This is an optimization exercise on Yosys and OpenROAD, whose aim is small area, not a production implementation.
The RTL was checked by simulation tests, not by an equivalence proof against the original design.

==> flow/design.v <==
module cordic(angle, out1, clk);
  input signed [31:0] angle;
  input clk;
  output [15:0] out1;
  wire [15:0] a_hi = angle[31:16];
  wire [14:0] u_c = (a_hi[15] != a_hi[14]) ? {15{~a_hi[15]}} : {~a_hi[14], a_hi[13:0]};
  wire [15:0] x_1;
  wire signed [16:0] y_2;
  reg [15:0] x_1_t; reg signed [16:0] y_2_t;
  assign x_1 = x_1_t; assign y_2 = y_2_t;
  always @* case (u_c[14:9])
    6'd0: begin x_1_t = 16'd43266; y_2_t = -17'sd33652; end
    6'd1: begin x_1_t = 16'd42234; y_2_t = -17'sd32318; end
    6'd2: begin x_1_t = 16'd41245; y_2_t = -17'sd31012; end
    6'd3: begin x_1_t = 16'd40295; y_2_t = -17'sd29738; end
    6'd4: begin x_1_t = 16'd39382; y_2_t = -17'sd28487; end
    6'd5: begin x_1_t = 16'd38510; y_2_t = -17'sd27271; end
    6'd6: begin x_1_t = 16'd37677; y_2_t = -17'sd26079; end
    6'd7: begin x_1_t = 16'd36879; y_2_t = -17'sd24915; end
    6'd8: begin x_1_t = 16'd36093; y_2_t = -17'sd23733; end
    6'd9: begin x_1_t = 16'd35367; y_2_t = -17'sd22617; end
    6'd10: begin x_1_t = 16'd34678; y_2_t = -17'sd21521; end
    6'd11: begin x_1_t = 16'd34022; y_2_t = -17'sd20449; end
    6'd12: begin x_1_t = 16'd33397; y_2_t = -17'sd19390; end
    6'd13: begin x_1_t = 16'd32807; y_2_t = -17'sd18356; end
    6'd14: begin x_1_t = 16'd32250; y_2_t = -17'sd17338; end
    6'd15: begin x_1_t = 16'd31722; y_2_t = -17'sd16340; end
    6'd16: begin x_1_t = 16'd31086; y_2_t = -17'sd15065; end
    6'd17: begin x_1_t = 16'd30630; y_2_t = -17'sd14101; end
    6'd18: begin x_1_t = 16'd30205; y_2_t = -17'sd13149; end
    6'd19: begin x_1_t = 16'd29807; y_2_t = -17'sd12213; end
    6'd20: begin x_1_t = 16'd29440; y_2_t = -17'sd11282; end
    6'd21: begin x_1_t = 16'd29100; y_2_t = -17'sd10368; end
    6'd22: begin x_1_t = 16'd28791; y_2_t = -17'sd9462; end
    6'd23: begin x_1_t = 16'd28509; y_2_t = -17'sd8568; end
    6'd24: begin x_1_t = 16'd28247; y_2_t = -17'sd7648; end
    6'd25: begin x_1_t = 16'd28021; y_2_t = -17'sd6770; end
    6'd26: begin x_1_t = 16'd27824; y_2_t = -17'sd5896; end
    6'd27: begin x_1_t = 16'd27652; y_2_t = -17'sd5030; end
    6'd28: begin x_1_t = 16'd27509; y_2_t = -17'sd4163; end
    6'd29: begin x_1_t = 16'd27391; y_2_t = -17'sd3307; end
    6'd30: begin x_1_t = 16'd27302; y_2_t = -17'sd2451; end
    6'd31: begin x_1_t = 16'd27238; y_2_t = -17'sd1599; end
    6'd32: begin x_1_t = 16'd27239; y_2_t = 17'sd1599; end
    6'd33: begin x_1_t = 16'd27301; y_2_t = 17'sd2451; end
    6'd34: begin x_1_t = 16'd27392; y_2_t = 17'sd3307; end
    6'd35: begin x_1_t = 16'd27508; y_2_t = 17'sd4163; end
    6'd36: begin x_1_t = 16'd27653; y_2_t = 17'sd5030; end
    6'd37: begin x_1_t = 16'd27823; y_2_t = 17'sd5896; end
    6'd38: begin x_1_t = 16'd28022; y_2_t = 17'sd6770; end
    6'd39: begin x_1_t = 16'd28246; y_2_t = 17'sd7648; end
    6'd40: begin x_1_t = 16'd28510; y_2_t = 17'sd8568; end
    6'd41: begin x_1_t = 16'd28790; y_2_t = 17'sd9462; end
    6'd42: begin x_1_t = 16'd29101; y_2_t = 17'sd10368; end
    6'd43: begin x_1_t = 16'd29439; y_2_t = 17'sd11282; end
    6'd44: begin x_1_t = 16'd29808; y_2_t = 17'sd12213; end
    6'd45: begin x_1_t = 16'd30204; y_2_t = 17'sd13149; end
    6'd46: begin x_1_t = 16'd30631; y_2_t = 17'sd14101; end
    6'd47: begin x_1_t = 16'd31085; y_2_t = 17'sd15065; end
    6'd48: begin x_1_t = 16'd31723; y_2_t = 17'sd16340; end
    6'd49: begin x_1_t = 16'd32249; y_2_t = 17'sd17338; end
    6'd50: begin x_1_t = 16'd32808; y_2_t = 17'sd18356; end
    6'd51: begin x_1_t = 16'd33396; y_2_t = 17'sd19390; end
    6'd52: begin x_1_t = 16'd34023; y_2_t = 17'sd20449; end
    6'd53: begin x_1_t = 16'd34677; y_2_t = 17'sd21521; end
    6'd54: begin x_1_t = 16'd35368; y_2_t = 17'sd22617; end
    6'd55: begin x_1_t = 16'd36092; y_2_t = 17'sd23733; end
    6'd56: begin x_1_t = 16'd36880; y_2_t = 17'sd24915; end
    6'd57: begin x_1_t = 16'd37676; y_2_t = 17'sd26079; end
    6'd58: begin x_1_t = 16'd38511; y_2_t = 17'sd27271; end
    6'd59: begin x_1_t = 16'd39381; y_2_t = 17'sd28487; end
    6'd60: begin x_1_t = 16'd40296; y_2_t = 17'sd29738; end
    6'd61: begin x_1_t = 16'd41244; y_2_t = 17'sd31012; end
    6'd62: begin x_1_t = 16'd42235; y_2_t = 17'sd32318; end
    6'd63: begin x_1_t = 16'd43265; y_2_t = 17'sd33652; end
    default: begin x_1_t = 16'd0; y_2_t = 17'sd0; end
  endcase
  wire [14:0] xk_3 = x_1[14:0];
  wire [15:0] yk_4 = y_2[15:0];
  wire [0:0] sg_5 = u_c[14];
  wire [8:0] u_6 = u_c[8:0];
  reg [8:0] u_r0;
  always @(posedge clk) u_r0 <= u_6;
  reg [14:0] x_r0;
  always @(posedge clk) x_r0 <= xk_3;
  reg [15:0] y_r0;
  always @(posedge clk) y_r0 <= yk_4;
  reg [0:0] sg_r0;
  always @(posedge clk) sg_r0 <= sg_5;
  wire [15:0] xf_7 = {~x_r0[14], x_r0};
  wire [16:0] yf_8 = {~sg_r0, y_r0};
  wire [14:0] x_9;
  wire [15:0] y_10;
  cordic_addsub_x #(15, 9) a_x_9 (.a(x_r0), .b(y_r0[15:7]), .ext(~sg_r0), .sub(~u_r0[8]), .s(x_9));
  cordic_addsub_x #(16, 9) a_y_10 (.a(y_r0), .b(xf_7[15:7]), .ext(1'b0), .sub(~u_r0[8]), .s(y_10));
  wire [7:0] u_11 = u_r0[7:0];
  reg [7:0] u_r1;
  always @(posedge clk) u_r1 <= u_11;
  reg [14:0] x_r1;
  always @(posedge clk) x_r1 <= x_9;
  reg [15:0] y_r1;
  always @(posedge clk) y_r1 <= y_10;
  reg [0:0] sg_r1;
  always @(posedge clk) sg_r1 <= sg_r0;
  wire [15:0] xf_12 = {~x_r1[14], x_r1};
  wire [16:0] yf_13 = {~sg_r1, y_r1};
  wire [14:0] x_14;
  wire [15:0] y_15;
  cordic_addsub_x #(15, 8) a_x_14 (.a(x_r1), .b(y_r1[15:8]), .ext(~sg_r1), .sub(~u_r1[7]), .s(x_14));
  cordic_addsub_x #(16, 8) a_y_15 (.a(y_r1), .b(xf_12[15:8]), .ext(1'b0), .sub(~u_r1[7]), .s(y_15));
  wire [6:0] u_16 = u_r1[6:0];
  reg [6:0] u_r2;
  always @(posedge clk) u_r2 <= u_16;
  reg [14:0] x_r2;
  always @(posedge clk) x_r2 <= x_14;
  reg [15:0] y_r2;
  always @(posedge clk) y_r2 <= y_15;
  reg [0:0] sg_r2;
  always @(posedge clk) sg_r2 <= sg_r1;
  wire [15:0] xf_17 = {~x_r2[14], x_r2};
  wire [16:0] yf_18 = {~sg_r2, y_r2};
  wire [14:0] x_19;
  wire [15:0] y_20;
  cordic_addsub_x #(15, 7) a_x_19 (.a(x_r2), .b(y_r2[15:9]), .ext(~sg_r2), .sub(~u_r2[6]), .s(x_19));
  cordic_addsub_x #(16, 7) a_y_20 (.a(y_r2), .b(xf_17[15:9]), .ext(1'b0), .sub(~u_r2[6]), .s(y_20));
  wire [5:0] u_21 = u_r2[5:0];
  wire [15:0] xf_22 = {~x_19[14], x_19};
  wire [16:0] yf_23 = {~sg_r2, y_20};
  wire [14:0] x_24;
  wire [15:0] y_25;
  wire [14:0] xm_26;
  wire [15:0] ym_27;
  wire [0:0] cx_28;
  wire [0:0] cy_29;
  cordic_part_x #(15, 6, 0, 1) a_xm_26 (.a(x_19), .b(y_20[15:10]), .ext(~sg_r2), .sub(~u_21[5]), .ci(~u_21[5]), .s(xm_26), .co(cx_28));
  cordic_part_x #(16, 6, 0, 1) a_ym_27 (.a(y_20), .b(xf_22[15:10]), .ext(1'b0), .sub(~u_21[5]), .ci(~u_21[5]), .s(ym_27), .co(cy_29));
  reg [5:0] u_r3;
  always @(posedge clk) u_r3 <= u_21;
  reg [14:0] x_r3;
  always @(posedge clk) x_r3 <= xm_26;
  reg [15:0] y_r3;
  always @(posedge clk) y_r3 <= ym_27;
  reg [0:0] sg_r3;
  always @(posedge clk) sg_r3 <= sg_r2;
  reg [0:0] cx_r3;
  always @(posedge clk) cx_r3 <= cx_28;
  reg [0:0] cy_r3;
  always @(posedge clk) cy_r3 <= cy_29;
  wire [15:0] xf_30 = {~x_r3[14], x_r3};
  wire [16:0] yf_31 = {~sg_r3, y_r3};
  cordic_part_x #(15, 6, 1, 15) a_x_24 (.a(x_r3), .b(y_r3[15:10]), .ext(~sg_r3), .sub(~u_r3[5]), .ci(cx_r3), .s(x_24), .co());
  cordic_part_x #(16, 6, 1, 16) a_y_25 (.a(y_r3), .b(xf_30[15:10]), .ext(1'b0), .sub(~u_r3[5]), .ci(cy_r3), .s(y_25), .co());
  wire [4:0] u_32 = u_r3[4:0];
  wire [15:0] xf_33 = {~x_24[14], x_24};
  wire [16:0] yf_34 = {~sg_r3, y_25};
  wire [14:0] x_35;
  wire [15:0] y_36;
  wire [14:0] xm_37;
  wire [15:0] ym_38;
  wire [0:0] cx_39;
  wire [0:0] cy_40;
  cordic_part_x #(15, 5, 0, 4) a_xm_37 (.a(x_24), .b(y_25[15:11]), .ext(~sg_r3), .sub(~u_32[4]), .ci(~u_32[4]), .s(xm_37), .co(cx_39));
  cordic_part_x #(16, 5, 0, 4) a_ym_38 (.a(y_25), .b(xf_33[15:11]), .ext(1'b0), .sub(~u_32[4]), .ci(~u_32[4]), .s(ym_38), .co(cy_40));
  reg [4:0] u_r4;
  always @(posedge clk) u_r4 <= u_32;
  reg [14:0] x_r4;
  always @(posedge clk) x_r4 <= xm_37;
  reg [15:0] y_r4;
  always @(posedge clk) y_r4 <= ym_38;
  reg [0:0] sg_r4;
  always @(posedge clk) sg_r4 <= sg_r3;
  reg [0:0] cx_r4;
  always @(posedge clk) cx_r4 <= cx_39;
  reg [0:0] cy_r4;
  always @(posedge clk) cy_r4 <= cy_40;
  wire [15:0] xf_41 = {~x_r4[14], x_r4};
  wire [16:0] yf_42 = {~sg_r4, y_r4};
  cordic_part_x #(15, 5, 4, 15) a_x_35 (.a(x_r4), .b(y_r4[15:11]), .ext(~sg_r4), .sub(~u_r4[4]), .ci(cx_r4), .s(x_35), .co());
  cordic_part_x #(16, 5, 4, 16) a_y_36 (.a(y_r4), .b(xf_41[15:11]), .ext(1'b0), .sub(~u_r4[4]), .ci(cy_r4), .s(y_36), .co());
  wire [3:0] u_43 = u_r4[3:0];
  wire [15:0] xf_44 = {~x_35[14], x_35};
  wire [16:0] yf_45 = {~sg_r4, y_36};
  wire [14:0] x_46;
  wire [15:0] y_47;
  wire [14:0] xm_48;
  wire [15:0] ym_49;
  wire [0:0] cx_50;
  wire [0:0] cy_51;
  cordic_part_x #(15, 4, 0, 4) a_xm_48 (.a(x_35), .b(y_36[15:12]), .ext(~sg_r4), .sub(~u_43[3]), .ci(~u_43[3]), .s(xm_48), .co(cx_50));
  cordic_part_x #(16, 4, 0, 4) a_ym_49 (.a(y_36), .b(xf_44[15:12]), .ext(1'b0), .sub(~u_43[3]), .ci(~u_43[3]), .s(ym_49), .co(cy_51));
  reg [3:0] u_r5;
  always @(posedge clk) u_r5 <= u_43;
  reg [14:0] x_r5;
  always @(posedge clk) x_r5 <= xm_48;
  reg [15:0] y_r5;
  always @(posedge clk) y_r5 <= ym_49;
  reg [0:0] sg_r5;
  always @(posedge clk) sg_r5 <= sg_r4;
  reg [0:0] cx_r5;
  always @(posedge clk) cx_r5 <= cx_50;
  reg [0:0] cy_r5;
  always @(posedge clk) cy_r5 <= cy_51;
  wire [15:0] xf_52 = {~x_r5[14], x_r5};
  wire [16:0] yf_53 = {~sg_r5, y_r5};
  cordic_part_x #(15, 4, 4, 15) a_x_46 (.a(x_r5), .b(y_r5[15:12]), .ext(~sg_r5), .sub(~u_r5[3]), .ci(cx_r5), .s(x_46), .co());
  cordic_part_x #(16, 4, 4, 16) a_y_47 (.a(y_r5), .b(xf_52[15:12]), .ext(1'b0), .sub(~u_r5[3]), .ci(cy_r5), .s(y_47), .co());
  wire [2:0] u_54 = u_r5[2:0];
  wire [15:0] xf_55 = {~x_46[14], x_46};
  wire [16:0] yf_56 = {~sg_r5, y_47};
  wire [14:0] x_57;
  wire [15:0] y_58;
  cordic_addsub_x #(15, 3) a_x_57 (.a(x_46), .b(y_47[15:13]), .ext(~sg_r5), .sub(~u_54[2]), .s(x_57));
  cordic_addsub_x #(16, 3) a_y_58 (.a(y_47), .b(xf_55[15:13]), .ext(1'b0), .sub(~u_54[2]), .s(y_58));
  wire [1:0] u_59 = u_54[1:0];
  reg [1:0] u_r6;
  always @(posedge clk) u_r6 <= u_59;
  reg [14:0] x_r6;
  always @(posedge clk) x_r6 <= x_57;
  reg [15:0] y_r6;
  always @(posedge clk) y_r6 <= y_58;
  reg [0:0] sg_r6;
  always @(posedge clk) sg_r6 <= sg_r5;
  wire [14:0] x_60;
  wire [15:0] y_61;
  cordic_tail2 t_x_60 (.xk(x_r6), .yk(y_r6), .sg(sg_r6), .d(u_r6[1:0]), .xo(x_60), .yo(y_61));
  reg [14:0] x_r7;
  always @(posedge clk) x_r7 <= x_60;
  reg [15:0] y_r7;
  always @(posedge clk) y_r7 <= y_61;
  reg [0:0] sg_r7;
  always @(posedge clk) sg_r7 <= sg_r6;
  wire [0:0] sb_62 = sg_r7;
  wire [15:0] xf_63 = {~x_r7[14], x_r7};
  wire [15:0] op_64 = xf_63[15:0] ^ {16{sb_62}};
  wire [11:0] ql_65;
  wire [0:0] c_66;
  cordic_add #(12) a_ql_65 (.a(y_r7[11:0]), .b(op_64[11:0]), .ci(sb_62), .s(ql_65), .co(c_66));
  wire [3:0] qh_67 = y_r7[15:12];
  wire [0:0] oh_68 = sb_62;
  reg [14:0] x_r8;
  always @(posedge clk) x_r8 <= x_r7;
  reg [0:0] sg_r8;
  always @(posedge clk) sg_r8 <= sg_r7;
  reg [3:0] qh_r8;
  always @(posedge clk) qh_r8 <= qh_67;
  reg [0:0] oh_r8;
  always @(posedge clk) oh_r8 <= oh_68;
  reg [11:0] ql_r8;
  always @(posedge clk) ql_r8 <= ql_65;
  reg [0:0] cc_r8;
  always @(posedge clk) cc_r8 <= c_66;
  wire [15:0] xf_69 = {~x_r8[14], x_r8};
  wire [15:0] op_70 = xf_69[15:0] ^ {16{oh_r8}};
  wire [3:0] qh_71;
  cordic_add #(4) a_qh_71 (.a(qh_r8), .b(op_70[15:12]), .ci(cc_r8), .s(qh_71), .co());
  wire [15:0] q_72 = {qh_71, ql_r8};
  wire [13:0] x_73 = x_r8[14:1];
  wire [0:0] sb_74 = ~sg_r8;
  wire [14:0] xf_75 = {~x_73[13], x_73};
  wire [14:0] op_76 = xf_75[14:0] ^ {15{sb_74}};
  wire [9:0] ql_77;
  wire [0:0] c_78;
  cordic_add #(10) a_ql_77 (.a(q_72[9:0]), .b(op_76[9:0]), .ci(sb_74), .s(ql_77), .co(c_78));
  wire [4:0] qh_79 = q_72[14:10];
  wire [0:0] oh_80 = sb_74;
  reg [13:0] x_r9;
  always @(posedge clk) x_r9 <= x_73;
  reg [0:0] bits_r9;
  always @(posedge clk) bits_r9 <= sb_74;
  reg [4:0] qh_r9;
  always @(posedge clk) qh_r9 <= qh_79;
  reg [0:0] oh_r9;
  always @(posedge clk) oh_r9 <= oh_80;
  reg [9:0] ql_r9;
  always @(posedge clk) ql_r9 <= ql_77;
  reg [0:0] cc_r9;
  always @(posedge clk) cc_r9 <= c_78;
  wire [14:0] xf_81 = {~x_r9[13], x_r9};
  wire [14:0] op_82 = xf_81[14:0] ^ {15{oh_r9}};
  wire [4:0] qh_83;
  cordic_add #(5) a_qh_83 (.a(qh_r9), .b(op_82[14:10]), .ci(cc_r9), .s(qh_83), .co());
  wire [14:0] q_84 = {qh_83, ql_r9};
  wire [12:0] x_85 = x_r9[13:1];
  wire [0:0] sb_86 = ~q_84[14];
  wire [1:0] bits_87 = {bits_r9, sb_86};
  wire [13:0] xf_88 = {~x_85[12], x_85};
  wire [13:0] op_89 = xf_88[13:0] ^ {14{sb_86}};
  wire [7:0] ql_90;
  wire [0:0] c_91;
  cordic_add #(8) a_ql_90 (.a(q_84[7:0]), .b(op_89[7:0]), .ci(sb_86), .s(ql_90), .co(c_91));
  wire [5:0] qh_92 = q_84[13:8];
  wire [0:0] oh_93 = sb_86;
  reg [12:0] x_r10;
  always @(posedge clk) x_r10 <= x_85;
  reg [1:0] bits_r10;
  always @(posedge clk) bits_r10 <= bits_87;
  reg [5:0] qh_r10;
  always @(posedge clk) qh_r10 <= qh_92;
  reg [0:0] oh_r10;
  always @(posedge clk) oh_r10 <= oh_93;
  reg [7:0] ql_r10;
  always @(posedge clk) ql_r10 <= ql_90;
  reg [0:0] cc_r10;
  always @(posedge clk) cc_r10 <= c_91;
  wire [13:0] xf_94 = {~x_r10[12], x_r10};
  wire [13:0] op_95 = xf_94[13:0] ^ {14{oh_r10}};
  wire [5:0] qh_96;
  cordic_add #(6) a_qh_96 (.a(qh_r10), .b(op_95[13:8]), .ci(cc_r10), .s(qh_96), .co());
  wire [13:0] q_97 = {qh_96, ql_r10};
  wire [11:0] x_98 = x_r10[12:1];
  wire [0:0] sb_99 = ~q_97[13];
  wire [2:0] bits_100 = {bits_r10, sb_99};
  wire [12:0] xf_101 = {~x_98[11], x_98};
  wire [13:0] op_102 = {1'b0, xf_101[12:0]} ^ {14{sb_99}};
  wire [6:0] ql_103;
  wire [0:0] c_104;
  cordic_add #(7) a_ql_103 (.a(q_97[6:0]), .b(op_102[6:0]), .ci(sb_99), .s(ql_103), .co(c_104));
  wire [6:0] qh_105 = q_97[13:7];
  wire [0:0] oh_106 = sb_99;
  reg [11:0] x_r11;
  always @(posedge clk) x_r11 <= x_98;
  reg [2:0] bits_r11;
  always @(posedge clk) bits_r11 <= bits_100;
  reg [6:0] qh_r11;
  always @(posedge clk) qh_r11 <= qh_105;
  reg [0:0] oh_r11;
  always @(posedge clk) oh_r11 <= oh_106;
  reg [6:0] ql_r11;
  always @(posedge clk) ql_r11 <= ql_103;
  reg [0:0] cc_r11;
  always @(posedge clk) cc_r11 <= c_104;
  wire [12:0] xf_107 = {~x_r11[11], x_r11};
  wire [13:0] op_108 = {1'b0, xf_107[12:0]} ^ {14{oh_r11}};
  wire [6:0] qh_109;
  cordic_add #(7) a_qh_109 (.a(qh_r11), .b(op_108[13:7]), .ci(cc_r11), .s(qh_109), .co());
  wire [13:0] q_110 = {qh_109, ql_r11};
  wire [10:0] x_111 = x_r11[11:1];
  wire [0:0] sb_112 = ~q_110[13];
  wire [3:0] bits_113 = {bits_r11, sb_112};
  wire [11:0] xf_114 = {~x_111[10], x_111};
  wire [12:0] op_115 = {1'b0, xf_114[11:0]} ^ {13{sb_112}};
  wire [5:0] ql_116;
  wire [0:0] c_117;
  cordic_add #(6) a_ql_116 (.a(q_110[5:0]), .b(op_115[5:0]), .ci(sb_112), .s(ql_116), .co(c_117));
  wire [6:0] qh_118 = q_110[12:6];
  wire [0:0] oh_119 = sb_112;
  reg [10:0] x_r12;
  always @(posedge clk) x_r12 <= x_111;
  reg [3:0] bits_r12;
  always @(posedge clk) bits_r12 <= bits_113;
  reg [6:0] qh_r12;
  always @(posedge clk) qh_r12 <= qh_118;
  reg [0:0] oh_r12;
  always @(posedge clk) oh_r12 <= oh_119;
  reg [5:0] ql_r12;
  always @(posedge clk) ql_r12 <= ql_116;
  reg [0:0] cc_r12;
  always @(posedge clk) cc_r12 <= c_117;
  wire [11:0] xf_120 = {~x_r12[10], x_r12};
  wire [12:0] op_121 = {1'b0, xf_120[11:0]} ^ {13{oh_r12}};
  wire [6:0] qh_122;
  cordic_add #(7) a_qh_122 (.a(qh_r12), .b(op_121[12:6]), .ci(cc_r12), .s(qh_122), .co());
  wire [12:0] q_123 = {qh_122, ql_r12};
  wire [9:0] x_124 = x_r12[10:1];
  wire [0:0] sb_125 = ~q_123[12];
  wire [4:0] bits_126 = {bits_r12, sb_125};
  wire [10:0] xf_127 = {~x_124[9], x_124};
  wire [11:0] op_128 = {1'b0, xf_127[10:0]} ^ {12{sb_125}};
  wire [5:0] ql_129;
  wire [0:0] c_130;
  cordic_add #(6) a_ql_129 (.a(q_123[5:0]), .b(op_128[5:0]), .ci(sb_125), .s(ql_129), .co(c_130));
  wire [5:0] qh_131 = q_123[11:6];
  wire [0:0] oh_132 = sb_125;
  reg [9:0] x_r13;
  always @(posedge clk) x_r13 <= x_124;
  reg [4:0] bits_r13;
  always @(posedge clk) bits_r13 <= bits_126;
  reg [5:0] qh_r13;
  always @(posedge clk) qh_r13 <= qh_131;
  reg [0:0] oh_r13;
  always @(posedge clk) oh_r13 <= oh_132;
  reg [5:0] ql_r13;
  always @(posedge clk) ql_r13 <= ql_129;
  reg [0:0] cc_r13;
  always @(posedge clk) cc_r13 <= c_130;
  wire [10:0] xf_133 = {~x_r13[9], x_r13};
  wire [11:0] op_134 = {1'b0, xf_133[10:0]} ^ {12{oh_r13}};
  wire [5:0] qh_135;
  cordic_add #(6) a_qh_135 (.a(qh_r13), .b(op_134[11:6]), .ci(cc_r13), .s(qh_135), .co());
  wire [11:0] q_136 = {qh_135, ql_r13};
  wire [8:0] x_137 = x_r13[9:1];
  wire [0:0] sb_138 = ~q_136[11];
  wire [5:0] bits_139 = {bits_r13, sb_138};
  wire [9:0] xf_140 = {~x_137[8], x_137};
  wire [10:0] op_141 = {1'b0, xf_140[9:0]} ^ {11{sb_138}};
  wire [6:0] ql_142;
  wire [0:0] c_143;
  cordic_add #(7) a_ql_142 (.a(q_136[6:0]), .b(op_141[6:0]), .ci(sb_138), .s(ql_142), .co(c_143));
  wire [3:0] qh_144 = q_136[10:7];
  wire [0:0] oh_145 = sb_138;
  reg [8:0] x_r14;
  always @(posedge clk) x_r14 <= x_137;
  reg [5:0] bits_r14;
  always @(posedge clk) bits_r14 <= bits_139;
  reg [3:0] qh_r14;
  always @(posedge clk) qh_r14 <= qh_144;
  reg [0:0] oh_r14;
  always @(posedge clk) oh_r14 <= oh_145;
  reg [6:0] ql_r14;
  always @(posedge clk) ql_r14 <= ql_142;
  reg [0:0] cc_r14;
  always @(posedge clk) cc_r14 <= c_143;
  wire [9:0] xf_146 = {~x_r14[8], x_r14};
  wire [10:0] op_147 = {1'b0, xf_146[9:0]} ^ {11{oh_r14}};
  wire [3:0] qh_148;
  cordic_add #(4) a_qh_148 (.a(qh_r14), .b(op_147[10:7]), .ci(cc_r14), .s(qh_148), .co());
  wire [10:0] q_149 = {qh_148, ql_r14};
  wire [7:0] x_150 = x_r14[8:1];
  wire [0:0] sb_151 = ~q_149[10];
  wire [6:0] bits_152 = {bits_r14, sb_151};
  wire [8:0] xf_153 = {~x_150[7], x_150};
  wire [9:0] op_154 = {1'b0, xf_153[8:0]} ^ {10{sb_151}};
  wire [9:0] ql_155;
  wire [0:0] c_156;
  cordic_add #(10) a_ql_155 (.a(q_149[9:0]), .b(op_154[9:0]), .ci(sb_151), .s(ql_155), .co(c_156));
  wire [6:0] x_157 = x_150[7:1];
  reg [6:0] x_r15;
  always @(posedge clk) x_r15 <= x_157;
  reg [6:0] bits_r15;
  always @(posedge clk) bits_r15 <= bits_152;
  reg [9:0] q_r15;
  always @(posedge clk) q_r15 <= ql_155;
  wire [0:0] sb_158 = ~q_r15[9];
  wire [7:0] bits_159 = {bits_r15, sb_158};
  wire [7:0] xf_160 = {~x_r15[6], x_r15};
  wire [8:0] op_161 = {1'b0, xf_160[7:0]} ^ {9{sb_158}};
  wire [8:0] ql_162;
  wire [0:0] c_163;
  cordic_add #(9) a_ql_162 (.a(q_r15[8:0]), .b(op_161[8:0]), .ci(sb_158), .s(ql_162), .co(c_163));
  wire [5:0] x_164 = x_r15[6:1];
  wire [0:0] sb_165 = ~ql_162[8];
  wire [8:0] bits_166 = {bits_159, sb_165};
  wire [6:0] xf_167 = {~x_164[5], x_164};
  wire [7:0] op_168 = {1'b0, xf_167[6:0]} ^ {8{sb_165}};
  wire [3:0] ql_169;
  wire [0:0] c_170;
  cordic_add #(4) a_ql_169 (.a(ql_162[3:0]), .b(op_168[3:0]), .ci(sb_165), .s(ql_169), .co(c_170));
  wire [3:0] qh_171 = ql_162[7:4];
  wire [0:0] oh_172 = sb_165;
  reg [5:0] x_r16;
  always @(posedge clk) x_r16 <= x_164;
  reg [8:0] bits_r16;
  always @(posedge clk) bits_r16 <= bits_166;
  reg [3:0] qh_r16;
  always @(posedge clk) qh_r16 <= qh_171;
  reg [0:0] oh_r16;
  always @(posedge clk) oh_r16 <= oh_172;
  reg [3:0] ql_r16;
  always @(posedge clk) ql_r16 <= ql_169;
  reg [0:0] cc_r16;
  always @(posedge clk) cc_r16 <= c_170;
  wire [6:0] xf_173 = {~x_r16[5], x_r16};
  wire [7:0] op_174 = {1'b0, xf_173[6:0]} ^ {8{oh_r16}};
  wire [3:0] qh_175;
  cordic_add #(4) a_qh_175 (.a(qh_r16), .b(op_174[7:4]), .ci(cc_r16), .s(qh_175), .co());
  wire [7:0] q_176 = {qh_175, ql_r16};
  wire [4:0] x_177 = x_r16[5:1];
  wire [0:0] sb_178 = ~q_176[7];
  wire [9:0] bits_179 = {bits_r16, sb_178};
  wire [5:0] xf_180 = {~x_177[4], x_177};
  wire [6:0] op_181 = {1'b0, xf_180[5:0]} ^ {7{sb_178}};
  wire [6:0] ql_182;
  wire [0:0] c_183;
  cordic_add #(7) a_ql_182 (.a(q_176[6:0]), .b(op_181[6:0]), .ci(sb_178), .s(ql_182), .co(c_183));
  wire [3:0] x_184 = x_177[4:1];
  reg [3:0] x_r17;
  always @(posedge clk) x_r17 <= x_184;
  reg [9:0] bits_r17;
  always @(posedge clk) bits_r17 <= bits_179;
  reg [6:0] q_r17;
  always @(posedge clk) q_r17 <= ql_182;
  wire [0:0] sb_185 = ~q_r17[6];
  wire [10:0] bits_186 = {bits_r17, sb_185};
  wire [4:0] xf_187 = {~x_r17[3], x_r17};
  wire [5:0] op_188 = {1'b0, xf_187[4:0]} ^ {6{sb_185}};
  wire [5:0] ql_189;
  wire [0:0] c_190;
  cordic_add #(6) a_ql_189 (.a(q_r17[5:0]), .b(op_188[5:0]), .ci(sb_185), .s(ql_189), .co(c_190));
  wire [2:0] x_191 = x_r17[3:1];
  wire [0:0] sb_192 = ~ql_189[5];
  wire [11:0] bits_193 = {bits_186, sb_192};
  wire [3:0] xf_194 = {~x_191[2], x_191};
  wire [4:0] op_195 = {1'b0, xf_194[3:0]} ^ {5{sb_192}};
  wire [4:0] ql_196;
  wire [0:0] c_197;
  cordic_add #(5) a_ql_196 (.a(ql_189[4:0]), .b(op_195[4:0]), .ci(sb_192), .s(ql_196), .co(c_197));
  wire [0:0] sb_198 = ~ql_196[4];
  wire [12:0] bits_199 = {bits_193, sb_198};
  reg [12:0] bits_r18;
  always @(posedge clk) bits_r18 <= bits_199;
  reg [12:0] bits_r19;
  always @(posedge clk) bits_r19 <= bits_r18;
  reg [12:0] bits_r20;
  always @(posedge clk) bits_r20 <= bits_r19;
  reg [12:0] bits_r21;
  always @(posedge clk) bits_r21 <= bits_r20;
  reg [12:0] bits_r22;
  always @(posedge clk) bits_r22 <= bits_r21;
  reg [12:0] bits_r23;
  always @(posedge clk) bits_r23 <= bits_r22;
  reg [12:0] bits_r24;
  always @(posedge clk) bits_r24 <= bits_r23;
  reg [12:0] bits_r25;
  always @(posedge clk) bits_r25 <= bits_r24;
  reg [12:0] bits_r26;
  always @(posedge clk) bits_r26 <= bits_r25;
  reg [12:0] bits_r27;
  always @(posedge clk) bits_r27 <= bits_r26;
  reg [12:0] bits_r28;
  always @(posedge clk) bits_r28 <= bits_r27;
  reg [12:0] bits_r29;
  always @(posedge clk) bits_r29 <= bits_r28;
  assign out1 = {bits_r29, 3'b100};
endmodule
module cordic_add #(parameter W = 8) (a, b, ci, s, co);
  input [W-1:0] a;
  input [W-1:0] b;
  input ci;
  output [W-1:0] s;
  output co;
  wire [W:0] c;
  assign c[0] = ci;
  genvar i;
  generate
    for (i = 0; i < W; i = i + 1) begin : bit_
      assign s[i] = a[i] ^ b[i] ^ c[i];
      assign c[i+1] = (a[i] & b[i]) | (c[i] & (a[i] ^ b[i]));
    end
  endgenerate
  assign co = c[W];
endmodule
module cordic_addsub_x #(parameter W = 16, parameter N = 8) (a, b, ext, sub, s);
  input [W-1:0] a;
  input [N-1:0] b;
  input ext;
  input sub;
  output [W-1:0] s;
  wire [N:0] c;
  wire [N-1:0] bx = b ^ {N{sub}};
  assign c[0] = sub;
  genvar i;
  generate
    for (i = 0; i < N; i = i + 1) begin : lo_
      wire [N-1:0] b = bx;
      assign s[i] = a[i] ^ b[i] ^ c[i];
      assign c[i+1] = (a[i] & b[i]) | (c[i] & (a[i] ^ b[i]));
    end
    if (W > N) begin : hi_
      wire e = ext ^ sub;
      wire inc = ~e & c[N];
      wire dec = e & ~c[N];
      wire [W:N] p1;
      wire [W:N] p0;
      assign p1[N] = 1'b1;
      assign p0[N] = 1'b1;
      for (i = N; i < W; i = i + 1) begin : hb_
        assign p1[i+1] = p1[i] & a[i];
        assign p0[i+1] = p0[i] & ~a[i];
        assign s[i] = a[i] ^ ((inc & p1[i]) | (dec & p0[i]));
      end
    end
  endgenerate
endmodule
module cordic_part_x #(parameter W = 16, parameter N = 8,
                       parameter LO = 0, parameter HI = 16) (a, b, ext, sub, ci, s, co);
  input [W-1:0] a;
  input [N-1:0] b;
  input ext;
  input sub;
  input ci;
  output [W-1:0] s;
  output co;
  localparam M = (HI < N) ? HI : N;
  wire [N:0] c;
  wire [N-1:0] bx = b ^ {N{sub}};
  assign c[LO] = ci;
  genvar i;
  generate
    for (i = 0; i < W; i = i + 1) begin : pass_
      if (i < LO || (i >= M && i < N) || (i >= N && HI < W)) begin : p_
        assign s[i] = a[i];
      end
    end
    for (i = LO; i < M; i = i + 1) begin : lo_
      assign s[i] = a[i] ^ bx[i] ^ c[i];
      assign c[i+1] = (a[i] & bx[i]) | (c[i] & (a[i] ^ bx[i]));
    end
    if (HI >= W && W > N) begin : hi_
      wire e = ext ^ sub;
      wire inc = ~e & c[N];
      wire dec = e & ~c[N];
      wire [W:N] p1;
      wire [W:N] p0;
      assign p1[N] = 1'b1;
      assign p0[N] = 1'b1;
      for (i = N; i < W; i = i + 1) begin : hb_
        assign p1[i+1] = p1[i] & a[i];
        assign p0[i+1] = p0[i] & ~a[i];
        assign s[i] = a[i] ^ ((inc & p1[i]) | (dec & p0[i]));
      end
    end
  endgenerate
  assign co = c[M];
endmodule
module cordic_tail2 (xk, yk, sg, d, xo, yo);
  input [14:0] xk;
  input [15:0] yk;
  input sg;
  input [1:0] d;
  output [14:0] xo;
  output [15:0] yo;
  wire xk15 = ~xk[14];
  wire y16 = ~sg;
  wire [2:0] ya3 = {y16, yk[15:14]};
  reg [1:0] ldx;
  always @* case ({d[1], ya3, xk[1:0]})
    6'd0: ldx = 2'd0;
    6'd1: ldx = 2'd0;
    6'd2: ldx = 2'd0;
    6'd3: ldx = 2'd0;
    6'd4: ldx = 2'd2;
    6'd5: ldx = 2'd0;
    6'd6: ldx = 2'd0;
    6'd7: ldx = 2'd0;
    6'd8: ldx = 2'd2;
    6'd9: ldx = 2'd2;
    6'd10: ldx = 2'd0;
    6'd11: ldx = 2'd0;
    6'd12: ldx = 2'd2;
    6'd13: ldx = 2'd2;
    6'd14: ldx = 2'd2;
    6'd15: ldx = 2'd0;
    6'd16: ldx = 2'd1;
    6'd17: ldx = 2'd1;
    6'd18: ldx = 2'd1;
    6'd19: ldx = 2'd1;
    6'd20: ldx = 2'd0;
    6'd21: ldx = 2'd1;
    6'd22: ldx = 2'd1;
    6'd23: ldx = 2'd1;
    6'd24: ldx = 2'd0;
    6'd25: ldx = 2'd0;
    6'd26: ldx = 2'd1;
    6'd27: ldx = 2'd1;
    6'd28: ldx = 2'd0;
    6'd29: ldx = 2'd0;
    6'd30: ldx = 2'd0;
    6'd31: ldx = 2'd1;
    6'd32: ldx = 2'd0;
    6'd33: ldx = 2'd0;
    6'd34: ldx = 2'd0;
    6'd35: ldx = 2'd0;
    6'd36: ldx = 2'd0;
    6'd37: ldx = 2'd0;
    6'd38: ldx = 2'd0;
    6'd39: ldx = 2'd1;
    6'd40: ldx = 2'd0;
    6'd41: ldx = 2'd0;
    6'd42: ldx = 2'd1;
    6'd43: ldx = 2'd1;
    6'd44: ldx = 2'd0;
    6'd45: ldx = 2'd1;
    6'd46: ldx = 2'd1;
    6'd47: ldx = 2'd1;
    6'd48: ldx = 2'd2;
    6'd49: ldx = 2'd2;
    6'd50: ldx = 2'd2;
    6'd51: ldx = 2'd2;
    6'd52: ldx = 2'd2;
    6'd53: ldx = 2'd2;
    6'd54: ldx = 2'd2;
    6'd55: ldx = 2'd0;
    6'd56: ldx = 2'd2;
    6'd57: ldx = 2'd2;
    6'd58: ldx = 2'd0;
    6'd59: ldx = 2'd0;
    6'd60: ldx = 2'd2;
    6'd61: ldx = 2'd0;
    6'd62: ldx = 2'd0;
    6'd63: ldx = 2'd0;
  endcase
  reg [1:0] ldy;
  always @* case ({d[1], xk15, xk[14], yk[1:0]})
    5'd0: ldy = 2'd0;
    5'd1: ldy = 2'd0;
    5'd2: ldy = 2'd0;
    5'd3: ldy = 2'd0;
    5'd4: ldy = 2'd2;
    5'd5: ldy = 2'd0;
    5'd6: ldy = 2'd0;
    5'd7: ldy = 2'd0;
    5'd8: ldy = 2'd2;
    5'd9: ldy = 2'd2;
    5'd10: ldy = 2'd0;
    5'd11: ldy = 2'd0;
    5'd12: ldy = 2'd2;
    5'd13: ldy = 2'd2;
    5'd14: ldy = 2'd2;
    5'd15: ldy = 2'd0;
    5'd16: ldy = 2'd0;
    5'd17: ldy = 2'd0;
    5'd18: ldy = 2'd0;
    5'd19: ldy = 2'd0;
    5'd20: ldy = 2'd0;
    5'd21: ldy = 2'd0;
    5'd22: ldy = 2'd0;
    5'd23: ldy = 2'd1;
    5'd24: ldy = 2'd0;
    5'd25: ldy = 2'd0;
    5'd26: ldy = 2'd1;
    5'd27: ldy = 2'd1;
    5'd28: ldy = 2'd0;
    5'd29: ldy = 2'd1;
    5'd30: ldy = 2'd1;
    5'd31: ldy = 2'd1;
  endcase
  reg [3:0] t0x;
  always @* case ({d[1], d[0], y16, yk[15:14]})
    5'd0: t0x = 4'd0;
    5'd1: t0x = 4'd15;
    5'd2: t0x = 4'd13;
    5'd3: t0x = 4'd12;
    5'd4: t0x = 4'd6;
    5'd5: t0x = 4'd5;
    5'd6: t0x = 4'd3;
    5'd7: t0x = 4'd2;
    5'd8: t0x = 4'd0;
    5'd9: t0x = 4'd15;
    5'd10: t0x = 4'd15;
    5'd11: t0x = 4'd14;
    5'd12: t0x = 4'd2;
    5'd13: t0x = 4'd1;
    5'd14: t0x = 4'd1;
    5'd15: t0x = 4'd0;
    5'd16: t0x = 4'd0;
    5'd17: t0x = 4'd1;
    5'd18: t0x = 4'd1;
    5'd19: t0x = 4'd2;
    5'd20: t0x = 4'd14;
    5'd21: t0x = 4'd15;
    5'd22: t0x = 4'd15;
    5'd23: t0x = 4'd0;
    5'd24: t0x = 4'd0;
    5'd25: t0x = 4'd1;
    5'd26: t0x = 4'd3;
    5'd27: t0x = 4'd4;
    5'd28: t0x = 4'd10;
    5'd29: t0x = 4'd11;
    5'd30: t0x = 4'd13;
    5'd31: t0x = 4'd14;
  endcase
  reg [3:0] t0xm;
  always @* case ({d[1], d[0], y16, yk[15:14]})
    5'd0: t0xm = 4'd15;
    5'd1: t0xm = 4'd14;
    5'd2: t0xm = 4'd12;
    5'd3: t0xm = 4'd11;
    5'd4: t0xm = 4'd5;
    5'd5: t0xm = 4'd4;
    5'd6: t0xm = 4'd2;
    5'd7: t0xm = 4'd1;
    5'd8: t0xm = 4'd15;
    5'd9: t0xm = 4'd14;
    5'd10: t0xm = 4'd14;
    5'd11: t0xm = 4'd13;
    5'd12: t0xm = 4'd1;
    5'd13: t0xm = 4'd0;
    5'd14: t0xm = 4'd0;
    5'd15: t0xm = 4'd15;
    5'd16: t0xm = 4'd15;
    5'd17: t0xm = 4'd0;
    5'd18: t0xm = 4'd0;
    5'd19: t0xm = 4'd1;
    5'd20: t0xm = 4'd13;
    5'd21: t0xm = 4'd14;
    5'd22: t0xm = 4'd14;
    5'd23: t0xm = 4'd15;
    5'd24: t0xm = 4'd15;
    5'd25: t0xm = 4'd0;
    5'd26: t0xm = 4'd2;
    5'd27: t0xm = 4'd3;
    5'd28: t0xm = 4'd9;
    5'd29: t0xm = 4'd10;
    5'd30: t0xm = 4'd12;
    5'd31: t0xm = 4'd13;
  endcase
  reg [2:0] t0y;
  always @* case ({d[1], d[0], xk15, xk[14]})
    4'd0: t0y = 3'd0;
    4'd1: t0y = 3'd7;
    4'd2: t0y = 3'd5;
    4'd3: t0y = 3'd4;
    4'd4: t0y = 3'd0;
    4'd5: t0y = 3'd7;
    4'd6: t0y = 3'd7;
    4'd7: t0y = 3'd6;
    4'd8: t0y = 3'd0;
    4'd9: t0y = 3'd1;
    4'd10: t0y = 3'd1;
    4'd11: t0y = 3'd2;
    4'd12: t0y = 3'd0;
    4'd13: t0y = 3'd1;
    4'd14: t0y = 3'd3;
    4'd15: t0y = 3'd4;
  endcase
  reg [2:0] t0ym;
  always @* case ({d[1], d[0], xk15, xk[14]})
    4'd0: t0ym = 3'd7;
    4'd1: t0ym = 3'd6;
    4'd2: t0ym = 3'd4;
    4'd3: t0ym = 3'd3;
    4'd4: t0ym = 3'd7;
    4'd5: t0ym = 3'd6;
    4'd6: t0ym = 3'd6;
    4'd7: t0ym = 3'd5;
    4'd8: t0ym = 3'd7;
    4'd9: t0ym = 3'd0;
    4'd10: t0ym = 3'd0;
    4'd11: t0ym = 3'd1;
    4'd12: t0ym = 3'd7;
    4'd13: t0ym = 3'd0;
    4'd14: t0ym = 3'd2;
    4'd15: t0ym = 3'd3;
  endcase
  wire upx = (&xk[14:2]) & ldx[0];
  wire dnx = (~|xk[14:2]) & ldx[1];
  wire upy = (&yk[14:2]) & ldy[0];
  wire dny = (~|yk[14:2]) & ldy[1];
  wire xneg = d[0] ? dny : upy;
  wire xpos = d[0] ? upy : dny;
  wire yneg = d[0] ? dnx : upx;
  wire ypos = d[0] ? upx : dnx;
  cordic_addc_x #(15, 4) ax (.a(xk), .b(xneg ? t0xm : t0x), .ci(xpos), .s(xo));
  cordic_addc_x #(16, 3) ay (.a(yk), .b(yneg ? t0ym : t0y), .ci(ypos), .s(yo));
endmodule
module cordic_addc_x #(parameter W = 16, parameter N = 4) (a, b, ci, s);
  input [W-1:0] a;
  input [N-1:0] b;
  input ci;
  output [W-1:0] s;
  wire [N:0] c;
  assign c[0] = ci;
  genvar i;
  generate
    for (i = 0; i < N; i = i + 1) begin : lo_
      assign s[i] = a[i] ^ b[i] ^ c[i];
      assign c[i+1] = (a[i] & b[i]) | (c[i] & (a[i] ^ b[i]));
    end
    if (W > N) begin : hi_
      wire e = b[N-1];
      wire inc = ~e & c[N];
      wire dec = e & ~c[N];
      wire [W:N] p1;
      wire [W:N] p0;
      assign p1[N] = 1'b1;
      assign p0[N] = 1'b1;
      for (i = N; i < W; i = i + 1) begin : hb_
        assign p1[i+1] = p1[i] & a[i];
        assign p0[i+1] = p0[i] & ~a[i];
        assign s[i] = a[i] ^ ((inc & p1[i]) | (dec & p0[i]));
      end
    end
  endgenerate
endmodule
==> flow/run.sh <==
#!/bin/bash
# synth_recipe.tcl (not shown) runs the flow's synth.tcl, then flattens the netlist and writes it again
# the make line also repeats each setting of config.mk as NAME=value (left out here)
make -C /OpenROAD-flow-scripts/flow DESIGN_CONFIG=/design/flow/config.mk WORK_HOME=/design/flow/orfs CLKGATE_MAP_FILE= SYNTH_SCRIPT=/design/flow/synth_recipe.tcl finish
==> flow/config.mk <==
export PLATFORM = sky130hd
export DESIGN_NAME = cordic
export DESIGN_NICKNAME = cordic
export VERILOG_FILES = /design/flow/design.v
export SDC_FILE = /design/flow/constraint.sdc
export NUM_CORES = 4
export LEC_CHECK = 0
export CAP_MARGIN = 0
export CORE_MARGIN = 2
export CORE_UTILIZATION = 40
export CTS_BUF_LIST = sky130_fd_sc_hd__clkbuf_16
export CTS_CLUSTER_DIAMETER = 100
export CTS_CLUSTER_SIZE = 30
export SLEW_MARGIN = 0
==> flow/constraint.sdc <==
create_clock -name core_clock -period 5.5 [get_ports {clk}]
set_input_delay 1.1000 -clock core_clock [delete_from_list [all_inputs] [get_ports {clk}]]
set_output_delay 1.1000 -clock core_clock [all_outputs]
set_load 0.01 [all_outputs]
==> results by group, run 1 <==
Run status
  • Outcome: finished clean

Yosys
  • Fraction of registers with async set/reset: 0%
  • Seq/Total Area, Yosys: 49.3%
  • Post-synthesis average cell area: 10.8 um^2
  • Ys Warns: 2
  • Post-synth cell types: 81
  • Main flop type after synthesis: dfxtp_1
  • EDFF count, synth: 0
  • Flops & latches, synth: 726
  • Synth Cell Area: 29500 um^2
  • Synth Instances: 2739

Setup path
  • Worst EP arrival: 5860 ps
  • Crit path largest cell delay: 510 ps
  • Most frequent CP cell: fa_1
  • Worst setup path category: reg2reg
  • Slowest CP cell: fa_1
  • Crit path cell chain: xnor2_1 -> fa_2 -> fa_2 -> fa_1 -> fa_1 -> fa_1 -> fa_1 -> fa_2 -> fa_1 -> fa_1 -> fa_1 -> fa_1 -> inv_1
  • CP Launch Type: flop
  • Crit path max fanout: 3
  • Req. time, crit path: 6060 ps
  • CP Capture Type: flop

Clocking
  • CTS tree: done
  • TritonCTS buffer count: 30
  • Clock root cell: clkbuf_16
  • Clock transition at path regs: 110 ps
  • CTS sink count: 726
  • Latest clock arrival within the worst-skew pair: 640 ps
  • Hold-fix buffers at CTS: 0
  • H-tree levels: 1
  • Clk buf depth: 3

STA
  • Slew headroom: 39.5%
  • Endpoints failing hold: 0
  • Period utilization: 96.4%
  • Pins Over Slew Limit: 0
  • Final setup fails: 0
  • Fin Clk Skew: 23.7 ps
  • Worst-Margin Slew: 907 ps
  • Final min period: 5300 ps
  • F_max: 0.189 GHz

Place
  • Placed inst area: 31300 um^2
  • Placed insts: 3688
  • IO buf count: 29
  • Hpwl dp: 44400 um
  • Gpl congestion: 0.868

GRT
  • Initial antenna violation count: 2
  • Grt total ovfl: 0
  • First-pass GRT wire length: 95600 um
  • Overall Global Routing Usage: 15.7%
  • Largest net degree at the start of global routing: 39
  • Vias in the first global route: 17997

Job
  • Max_cap viols: 0

Route
  • Drt total wl: 58700 um
  • Final ANT Viol Nets: 0
  • WL per Instance: 15.7 um
  • Pre-antenna DRT Iters: 5
  • Drt drc: 0
  • Metal1 wirelength: 26500 um
  • Initial DRC count: 1065
  • Met2 routed WL: 28100 um
  • Met3 wire length: 2350 um
  • Via count: 17596
  • Vias per cell: 4.72
  • Max layer used: met5

Floorplan
  • Die ar.: 75900 um^2
  • Site Rows: 99
  • Core box area: 73000 um^2
  • Die Wd: 276 um
  • Chip height: 276 um
  • Initial core utilization: 40.4%
  • # IOs: 49

Finish
  • Nets: 3042
  • Number of antenna diodes: 0
  • Final design instance area without fill: 32400 um^2
  • Ratio of cells with drive above 1 in the final layout: 8.15%
  • Non-Filler Instances: 3731
  • Area delta synth->final: 9.83%
  • Post-Route Utilization: 44.4%

Hold path
  • Worst min path class: reg2reg
-- cell usage after synthesis (6+ instances only) --
cell | number | share of area (%)
nor3b_1 | 13 | 0.33
o221ai_1 | 6 | 0.18
a32oi_1 | 6 | 0.18
nand4_1 | 14 | 0.30
xnor2_1 | 234 | 6.9
a21o_1 | 13 | 0.33
a21oi_1 | 101 | 1.7
nand3_1 | 46 | 0.78
ha_1 | 57 | 2.4
or2_2 | 6 | 0.13
o211ai_1 | 6 | 0.15
nor2_1 | 97 | 1.2
nor4_1 | 11 | 0.23
clkbuf_1 | 86 | 1.1
inv_1 | 395 | 5.0
mux2i_1 | 39 | 1.3
buf_1 | 17 | 0.22
dfxtp_1 | 726 | 49
o21ai_0 | 94 | 1.6
o31ai_1 | 7 | 0.18
a211oi_1 | 16 | 0.41
and4_1 | 13 | 0.39
a22oi_1 | 6 | 0.15
o22ai_1 | 7 | 0.15
nand2_1 | 130 | 1.7
or3_1 | 6 | 0.13
nand2b_1 | 35 | 0.74
fa_1 | 187 | 13
nor3_1 | 50 | 0.85
and3_1 | 10 | 0.21
nor2b_1 | 16 | 0.34
a31oi_1 | 35 | 0.74
xor2_1 | 154 | 4.6
-- registers in the layout, indices dropped and copies added, names as in the netlist, 14 cells and up --
name and flops:
y_r0 16, y_r1 16, y_r2 16, y_r3 16, y_r4 16, y_r5 16
y_r6 16, x_r0 15, x_r1 15, x_r2 15, x_r3 15, x_r4 15
x_r5 15, x_r6 15, x_r7 15, y_r7 15, x_r8 14
-- repair_timing --
item	CTS	global route
buffers inserted	2	2
endpoints found under the setup margin	6	15
gates resized for setup	6	35
endpoints found under the hold margin	0	0
pin swaps	6	12
-- metrics by stage --
stage | setup slack [ps] | hold WS [ps] | TNS (ps)
after floorplan | -16.5 | 310 | -16.5
after global placement | -12.1 | 310 | -13.1
after detailed placement | -44.5 | 312 | -71.2
after CTS | 6.45 | 321 | 0
after global routing | -8.24 | 326 | -12.1
final | 200 | 321 | 0
-- cell families (layout without fill, tap and decap cells) --
family / Yosys count / after routing / synth area share (%)
compound gates: 347 / 347 / 7.39
xor+xnor: 394 / 394 / 11.8
fa+ha+maj: 244 / 244 / 15.1
buf+inv: 507 / 539 / 6.53
flops: 726 / 726 / 49.3
mux: 45 / 45 / 1.67
other cells: 2 / 3 / 0.0255
simple gates: 474 / 474 / 8.17
-- routing by layer --
metal  global-route usage [%]  up-vias
li1                         -     8673
met1                     20.6     8480
met2                     27.0      339
met3                     2.07      102
met4                     4.81        2
met5                        0        -
-- placed cells by master, fill, tap and decap left out, drive strengths merged, types with 10 or more instances in the layout --
cell type / count
buf: 75
a31oi: 35
o21ai: 96
nor2b: 16
xnor2: 237
nor2: 97
clkdlybuf4s50: 29
clkbuf: 30
ha: 57
nor3: 52
nand2b: 35
xor2: 157
nand4: 15
nor3b: 13
and4: 13
a21o: 13
mux2i: 40
and3: 10
a21oi: 101
a211oi: 17
inv: 398
dfxtp: 726
nand2: 130
nor4: 13
fa: 187
nand3: 46
-- worst max-delay path: cells and delay by family (launching register included) --
family / cells / cell delay [ps]
buffers and inverters: 1 / 40
XOR/XNOR: 1 / 150
flip-flops: 1 / 350
adder cells (fa/ha/maj): 11 / 4670
-- worst paths after layout --
kind / start / end / slack [ps] / depth (start not counted)
worst min register to register: u_r4[2] / u_r5[2] / 320 / 0
worst max-delay path: sg_r7 / ql_r8[11] / 200 / 13
worst min-delay path: u_r4[2] / u_r5[2] / 320 / 0
worst max register to register: sg_r7 / ql_r8[11] / 200 / 13
-- cell type report --
type	count	area, um^2
multi-input cells	1507	13400
clock buffers	30	751
well taps	959	1200
repair buffers	104	866
flip-flops and latches	726	14500
fillers	6757	40600
inverters	396	1490
clock inverters	9	145
==> run 2, diff against run 1 <==
--- a/flow/config.mk
+++ b/flow/config.mk
@@ -5,10 +5,10 @@
 export SDC_FILE = /design/flow/constraint.sdc
 export NUM_CORES = 4
 export LEC_CHECK = 0
-export CAP_MARGIN = 0
+export CAP_MARGIN = 20
 export CORE_MARGIN = 2
 export CORE_UTILIZATION = 40
 export CTS_BUF_LIST = sky130_fd_sc_hd__clkbuf_16
 export CTS_CLUSTER_DIAMETER = 100
 export CTS_CLUSTER_SIZE = 30
-export SLEW_MARGIN = 0
+export SLEW_MARGIN = 20
==> results by group, run 2 <==
Run status
  • Outcome: finished clean

Floorplan
  • Site Rows: 99
  • Core box area: 73000 um^2
  • Die ar.: 75900 um^2
  • Initial core utilization: 40.4%
  • Die Wd: 276 um
  • # IOs: 49
  • Chip height: 276 um

Route
  • Drt total wl: 58700 um
  • Drt drc: 0
  • Pre-antenna DRT Iters: 5
  • Via count: 17596
  • WL per Instance: 15.7 um
  • Vias per cell: 4.72
  • Initial DRC count: 1065
  • Final ANT Viol Nets: 0

Hold path
  • HP Start: u_r4[2]
  • Worst hold endpoint: u_r5[2]
  • Hold path cells: 0
  • Worst min path class: reg2reg

Setup path
  • Worst Path Buf+Inv: 1
  • Req. time, crit path: 6060 ps
  • Crit path cell chain: xnor2_1 -> fa_2 -> fa_2 -> fa_1 -> fa_1 -> fa_1 -> fa_1 -> fa_2 -> fa_1 -> fa_1 -> fa_1 -> fa_1 -> inv_1
  • CP Capture Type: flop
  • Most frequent CP cell: fa_1
  • Top Family by Delay on Critical Path: adder cells
  • Worst r2r dst: ql_r8[11]
  • Worst setup path category: reg2reg
  • Launch point of the worst reg-to-reg path: sg_r7
  • CP Launch Type: flop
  • Crit path max fanout: 3
  • Slowest CP cell: fa_1
  • Reg2Reg Setup Slack: 200 ps
  • Crit path largest cell delay: 510 ps
  • Worst r2r path cells: 13
  • Worst EP arrival: 5860 ps

STA
  • Final min period: 5300 ps
  • PnR worst setup slack: 200 ps
  • F_max: 0.189 GHz
  • Final setup fails: 0
  • Worst-Margin Slew: 907 ps
  • Slew headroom: 39.5%
  • Pins Over Slew Limit: 0
  • Fin Clk Skew: 23.7 ps
  • Endpoints failing hold: 0
  • Period utilization: 96.4%

Yosys
  • Synth Area in XOR/XNOR: 11.8%
  • EDFF count, synth: 0
  • Simple-Gate Fraction of Synth Area: 8.17%
  • Main flop type after synthesis: dfxtp_1
  • Seq/Total Area, Yosys: 49.3%
  • Top cell type's share of synthesized area: 49.3%
  • Post-synthesis average cell area: 10.8 um^2
  • Top-count cell post-synth: dfxtp_1
  • Fraction of registers with async set/reset: 0%
  • Post-synth cell types: 81
  • Synth Instances: 2739
  • Post-synthesis adder-cell area fraction: 15.1%
  • Most frequent cells after synthesis: dfxtp_1 (726), inv_1 (395), xnor2_1 (234)
  • Combinational family with the most area after synthesis: adder cells
  • Ys Warns: 2
  • Flops & latches, synth: 726
  • Compound-gate portion of the synthesized area: 7.39%
  • Synth Cell Area: 29500 um^2
  • Yosys top cell by area: dfxtp_1
  • Multiplexer share of the synthesized area: 1.67%
  • Synth area leaders: dfxtp_1 (49%), fa_1 (13%), xnor2_1 (6.9%), inv_1 (5.0%), xor2_1 (4.6%)

Finish
  • Most frequent cells in the layout: dfxtp_1 (720), inv_1 (394), xnor2_1 (216)
  • Area delta synth->final: 9.83%
  • Nets: 3042
  • Ratio of cells with drive above 1 in the final layout: 8.15%
  • Number of antenna diodes: 0
  • Commonest non-fill, non-tap cell in the layout: dfxtp_1
  • Area of the multi-input gates: 13400 um^2
  • Register area: 14500 um^2
  • Non-Filler Instances: 3731
  • Filler cells: 6757

GRT
  • Overall Global Routing Usage: 15.7%
  • First-pass GRT wire length: 95600 um
  • Initial antenna violation count: 2
  • Largest net degree at the start of global routing: 39
  • Vias in the first global route: 17997
  • Grt total ovfl: 0

Place
  • Placed insts: 3688
  • Hpwl dp: 44400 um
  • Placement Setup Slack: -44.5 ps
  • IO buf count: 29
  • Gpl congestion: 0.868

Clocking
  • CTS tree: done
  • Latest clock arrival within the worst-skew pair: 640 ps
  • Clock transition at path regs: 110 ps
  • TritonCTS buffer count: 30
  • Clk buf depth: 3
  • CTS sink count: 726
  • Clock root cell: clkbuf_16
  • H-tree levels: 1

Job
  • Max_cap viols: 0
==> run 2: cell counts after synthesis <==
No cell type changed its count.
==> run 2: logic make-up after synthesis <==
group                      count (synthesis)
and+or+nand+nor                          474
other                                      2
AOI/OAI and AO/OA                        347
muxes                                     45
adders and majority gates                244
buffers and inverters                    507
xor gates and xnor gates                 394
DFF                                      726
==> run 2: layer usage <==
| metal | vias up | share of wire [%] | global-route usage, % |
|---|---|---|---|
| met3 | 102 | 4.0 | 2.07 |
| li1 | 8673 | - | - |
| met1 | 8480 | 45 | 20.6 |
| met4 | 2 | 3.0 | 4.81 |
| met5 | - | 0.027 | 0 |
| met2 | 339 | 48 | 27.0 |
==> run 2: stage by stage <==
step | hold WS, ps | util [%] | TNS (ps) | instance area [um^2]
floorplan | 310 | - | -16.5 | 29700
CTS | 321 | 44.2 | 0 | 32300
detailed placement | 312 | 42.9 | -71.2 | 31300
global route | 326 | 44.4 | -12.1 | 32400
finish | 321 | 44.4 | 0 | 32400
global placement | 310 | 42.9 | -13.1 | 31300
==> run 2: timing repair <==
item	4_1_cts	5_1_grt
gates resized for setup	6	35
setup buffers	2	2
pin swaps	6	12
hold buffers	0	0
setup endpoints to repair	6	15
==> run 2: layout make-up <==
type                       count  area share (%)
multi-input combinational   1507            41.4
clock inverter                 9           0.448
inverter                     396            4.59
timing repair buffer         104            2.67
clock buffer                  30            2.32
sequential                   726            44.9
tap                          959            3.70
==> run 2: worst max path at each step <==
stage | startpoint | endpoint | cells after the start
5_1_grt | x_r10[8] | ql_r11[6] | 20
6_report | sg_r7 | ql_r8[11] | 13
3_5_place_dp | sg_r7 | ql_r8[11] | 13
2_1_floorplan | bits_r14[0] | q_r15[8] | 16
3_3_place_gp | sg_r7 | ql_r8[11] | 13
4_1_cts | bits_r14[0] | q_r15[8] | 16

## afterwards: timing with drivers on the ports
In the flow no input, the clock included, has a driving cell. The finished layouts below were timed again as built, in two steps. Step 1: set_driving_cell puts a clkbuf_16 on clk and a buf_2 on each other input, an assumption about the parent block. Step 2 adds t to the input delays and takes it off the output delays; t is the mean of the earliest and latest rising clock arrival at the registers after step 1. Input paths then give back, and output paths get back, about the clock's delay inside the block. a / b / c = ideal / step 1 / step 2; a / b = the first two.
run | t (ns) | setup slack, ns | worst hold slack (ns) | latest minus earliest clock arrival (ns)
run 1 | 0.698 | 0.200 / 0.200 / 0.200 | 0.321 / 0.321 / 0.321 | 0.028 / 0.028
run 2 | 0.698 | 0.200 / 0.200 / 0.200 | 0.321 / 0.321 / 0.321 | 0.028 / 0.028
After both steps every run listed still meets setup and hold.
